Context: an optimization exercise on an open-source flow, tuned for small area, a short achievable clock period and few clock cycles per item. The choices shown serve that exercise and are no tape-out recipe.
The RTL was checked by simulation tests, not by an equivalence proof against the original design.
Power is estimated from default activity; no workload was simulated.

## oak
## top
module top(clock, reset, DataIn, Go_flag, Found, Ready);
input clock;
input reset;
input [7:0] DataIn;
input Go_flag;
output [31:0] Found;
output Ready;
Match Match_DUT(.clock(clock), .reset(reset), .DataIn(DataIn), .Go_flag(Go_flag), .Found(Found), .Ready(Ready));
endmodule
export LEC_CHECK = 0
export CAP_MARGIN = 20
export CORE_MARGIN = 2
export CORE_UTILIZATION = 30
export SETUP_SLACK_MARGIN = 1.0
export SLEW_MARGIN = 20
create_clock -name core_clock -period 3.5 [get_ports {clock}]
standard.sh (not shown) runs the stock make flow with config.mk's settings and CLKGATE_MAP_FILE= SYNTH_SCRIPT=/design/flow/synth_recipe.tcl, a recipe that flattens the netlist after the stock synthesis.
==> flow/flow/run.sh <==
#!/bin/bash
# Standard ORFS layout, but with port buffers of a plain buffer cell and
# resizing free to change a cell's footprint.
set -euo pipefail
cd "$(dirname "$0")/.."
bash standard.sh MATCH_CELL_FOOTPRINT=0 "BUFFER_PORTS_ARGS=-buffer_cell sky130_fd_sc_hd__buf_2" finish > standard_flow.log 2>&1
oak completed; timing, DRC and antenna clean
Testbench counts of oak, summed over its fixed seeds: cycles 3,208, chars 3,200.
Changes in pine relative to oak:
diff --git a/flow/config.mk b/flow/config.mk
--- a/flow/config.mk
+++ b/flow/config.mk
@@ -10,3 +10,3 @@
 export CORE_UTILIZATION = 30
-export SETUP_SLACK_MARGIN = 1.0
+export SETUP_SLACK_MARGIN = 1.8
 export SLEW_MARGIN = 20
Results
- The more densely filled core belongs to pine, not oak.
- Summary of the comparison: global-route wire length before repair is higher in pine, relative to oak.
- Going from oak to pine, combined buffer and inverter count along the critical path grows by 1.
- pine — met3 track utilization from global routing 0.29 points lower, oak as reference
- As of pine, instance area after placement had risen by a few percent compared to oak.
- The data arrival time of the critical path of pine falls short of that of oak by 0.25 ns.
- Diff oak and pine: worst hold slack lower in oak
- Comparing oak and pine, the lower path depth of the worst reg2reg path is on pine.
- pine was carried through to the last stage, and its layout satisfied the timing, DRC and antenna checks.
- Between oak and pine, final period demand of the worst path is higher for oak, pine comes in under that.
Edits applied to the flow inputs when going from pine to birch:
==> flow/run.sh (new file) <==
#!/bin/bash
# synth_recipe.tcl (not shown) runs the flow's synth.tcl, then flattens the netlist and writes it again
# the make line also repeats each setting of config.mk as NAME=value (left out here)
make -C /OpenROAD-flow-scripts/flow DESIGN_CONFIG=/design/flow/config.mk WORK_HOME=/design/flow/orfs CLKGATE_MAP_FILE= SYNTH_SCRIPT=/design/flow/synth_recipe.tcl finish
diff --git a/flow/config.mk b/flow/config.mk
--- a/flow/config.mk
+++ b/flow/config.mk
@@ -10,3 +10,2 @@
 export CORE_UTILIZATION = 30
-export SETUP_SLACK_MARGIN = 1.8
 export SLEW_MARGIN = 20
removed: flow/flow/run.sh
removed: flow/standard.sh
### Flow results
- Of the two candidates, pine has the better tightest hold margin and birch the worse one.
- Sequential share of power was higher in birch than in pine.
- Going from pine to birch, count of non-CTS buffers in the layout shrinks by 55%.
- Between pine and birch, relative contribution of the clock network to total power increased.
- Looking at total met3 wirelength after detailed routing, birch sits about 32% below pine.
- On birch: final worst-path setup slack is 0.92 ns lower than what pine gave.
- birch vs. pine: clock period minus final worst setup slack increased 0.92 ns, via count decreased 14%.
Inputs modified between birch and maple:
==> flow/flow/run.sh (new file) <==
#!/bin/bash
# Standard ORFS layout, but with port buffers of a plain buffer cell and
# resizing free to change a cell's footprint.
set -euo pipefail
cd "$(dirname "$0")/.."
bash standard.sh MATCH_CELL_FOOTPRINT=0 "BUFFER_PORTS_ARGS=-buffer_cell sky130_fd_sc_hd__buf_2" finish > standard_flow.log 2>&1
==> flow/standard.sh (new file) <==
#!/bin/bash
# synth_recipe.tcl (not shown) runs the flow's synth.tcl, then flattens the netlist and writes it again
# the make line also repeats each setting of config.mk as NAME=value (left out here)
make -C /OpenROAD-flow-scripts/flow DESIGN_CONFIG=/design/flow/config.mk WORK_HOME=/design/flow/orfs CLKGATE_MAP_FILE= SYNTH_SCRIPT=/design/flow/synth_recipe.tcl "${@:-finish}"
diff --git a/flow/config.mk b/flow/config.mk
--- a/flow/config.mk
+++ b/flow/config.mk
@@ -10,2 +10,3 @@
 export CORE_UTILIZATION = 30
+export SETUP_SLACK_MARGIN = 1.2
 export SLEW_MARGIN = 20
removed: flow/run.sh
## What came out
Number of cells on the worst reg-to-reg path, birch and maple: lower on birch
In maple relative to birch, largest fanout of any net on the critical path had gone down by a little under 10%.
Taking birch as 1.0, maple lands at 0.926 on total met2 wirelength after detailed routing.
Taking birch as the reference, in maple iteration count of the initial detailed-routing pass down about 20%; leakage power summed over all cells moved up; final design instance area without fill moved down; wire length moved down.
birch reports its slowest stage cell on the critical path as sky130_fd_sc_hd__clkdlybuf4s50_1 while maple reports sky130_fd_sc_hd__a2111oi_1.

---

top, a different RTL version from the one above (not shown whole).
For scale: ~250 cells after synthesis, ~10 flip-flops, about 44 I/O pins, ~0.0016 mm2 of cells after synthesis.
export LEC_CHECK = 0
export CAP_MARGIN = 20
export CORE_MARGIN = 2
export CORE_UTILIZATION = 30
export CTS_BUF_LIST = sky130_fd_sc_hd__clkbuf_4
export SETUP_SLACK_MARGIN = 1.0
export SLEW_MARGIN = 20
create_clock -name core_clock -period 3.5 [get_ports {clock}]
==> flow/flow/run.sh <==
#!/bin/bash
# Standard ORFS layout, except: port buffers of a plain buffer cell, resizing
# free to change a cell's footprint, and no half/full-adder cell extraction in
# synthesis (the design has no arithmetic; the extracted cells are slow).
set -euo pipefail
cd "$(dirname "$0")/.."
bash standard.sh MATCH_CELL_FOOTPRINT=0 "BUFFER_PORTS_ARGS=-buffer_cell sky130_fd_sc_hd__buf_1" ADDER_MAP_FILE= finish > standard_flow.log 2>&1
Testbench counts at the start, summed over its fixed seeds: cycles 3,208, chars 3,200.
==> next run, changes <==
- SETUP_SLACK_MARGIN: 1.0 -> 1.2
Outcome: Clock skew barely changes; non-clock buffer count is unchanged; routed wire length came out lower by 0.55%; via count came out lower by 2.2%; worst setup slack improves by 0.12 ns; total power came out higher by 0.74%; final area came out higher by 2.6%; worst hold slack degrades by 0.036 ns; sequential share of layout area came out higher by 0.27 points.
==> next run, changes <==
- CORE_UTILIZATION: 30 -> 40
Final area is about the same.
Register-to-register slack degrades by 0.03 ns.
Via count increases by about 3.3%.
Core utilization increases by 9.9 points.
Non-clock buffer count increases by 4.
Worst setup slack loses 0.011 ns.
==> next run, changes <==
- CORE_UTILIZATION: 40 -> 30
- SETUP_SLACK_MARGIN: 1.2 -> 1.1
=>
- routed wire length came out higher by a few percent
- core utilization came out lower by 10 points
- non-clock buffer count came out lower by 4
- first-iteration DRC count came out higher by a few percent
- fmax came out lower by a few percent
- count of clock-buffer cells in the layout stays the same
==> next run, changes <==
- SETUP_SLACK_MARGIN: 1.1 -> 1.4
After rerunning: The changed run produced a clean layout; routed wire length climbs by 9.2%; setup slack gets better by 0.14 ns; cell area climbs by 19%; critical path depth climbs by 1; via count climbs by about 6.6%.

afterwards: timing with drivers on the ports:
In the flow no input, the clock included, has a driving cell. The finished layouts below were timed again as built, in two steps. Step 1: set_driving_cell puts a clkbuf_16 on clock and a buf_2 on each other input, an assumption about the parent block. Step 2 adds t to the input delays and takes it off the output delays; t is the mean of the earliest and latest rising clock arrival at the registers after step 1. Input paths then give back, and output paths get back, about the clock's delay inside the block. Slacks: ideal / step 1 / step 2; pairs: ideal / step 1.
run	t (ns)	setup WS [ns]	hold WS [ns]	worst setup path at the end
oak	0.265	1.205 / 1.179 / 1.052	0.573 / 0.573 / 0.573	input to register
pine	0.270	1.460 / 1.433 / 1.330	0.666 / 0.660 / 0.692	input to register
birch	0.255	0.542 / 0.521 / 0.632	0.658 / 0.658 / 0.658	input to register
maple	0.265	1.296 / 1.285 / 1.038	0.577 / 0.577 / 0.577	input to register
the first run of note 2	0.285	1.215 / 1.195 / 1.045	0.713 / 0.715 / 0.740	input to register
the second run of note 2	0.284	1.330 / 1.311 / 1.069	0.677 / 0.677 / 0.677	input to register
the third run of note 2	0.291	1.319 / 1.298 / 1.051	0.733 / 0.733 / 0.733	input to register
the fourth run of note 2	0.284	1.248 / 1.229 / 1.024	0.726 / 0.728 / 0.736	input to register
the fifth run of note 2	0.277	1.392 / 1.373 / 1.188	0.613 / 0.613 / 0.613	input to register
After both steps every run listed still meets setup and hold. The setup slack of the third run of note 2, which loses most, moves by -0.021 ns with the drivers and by -0.268 ns with both steps.
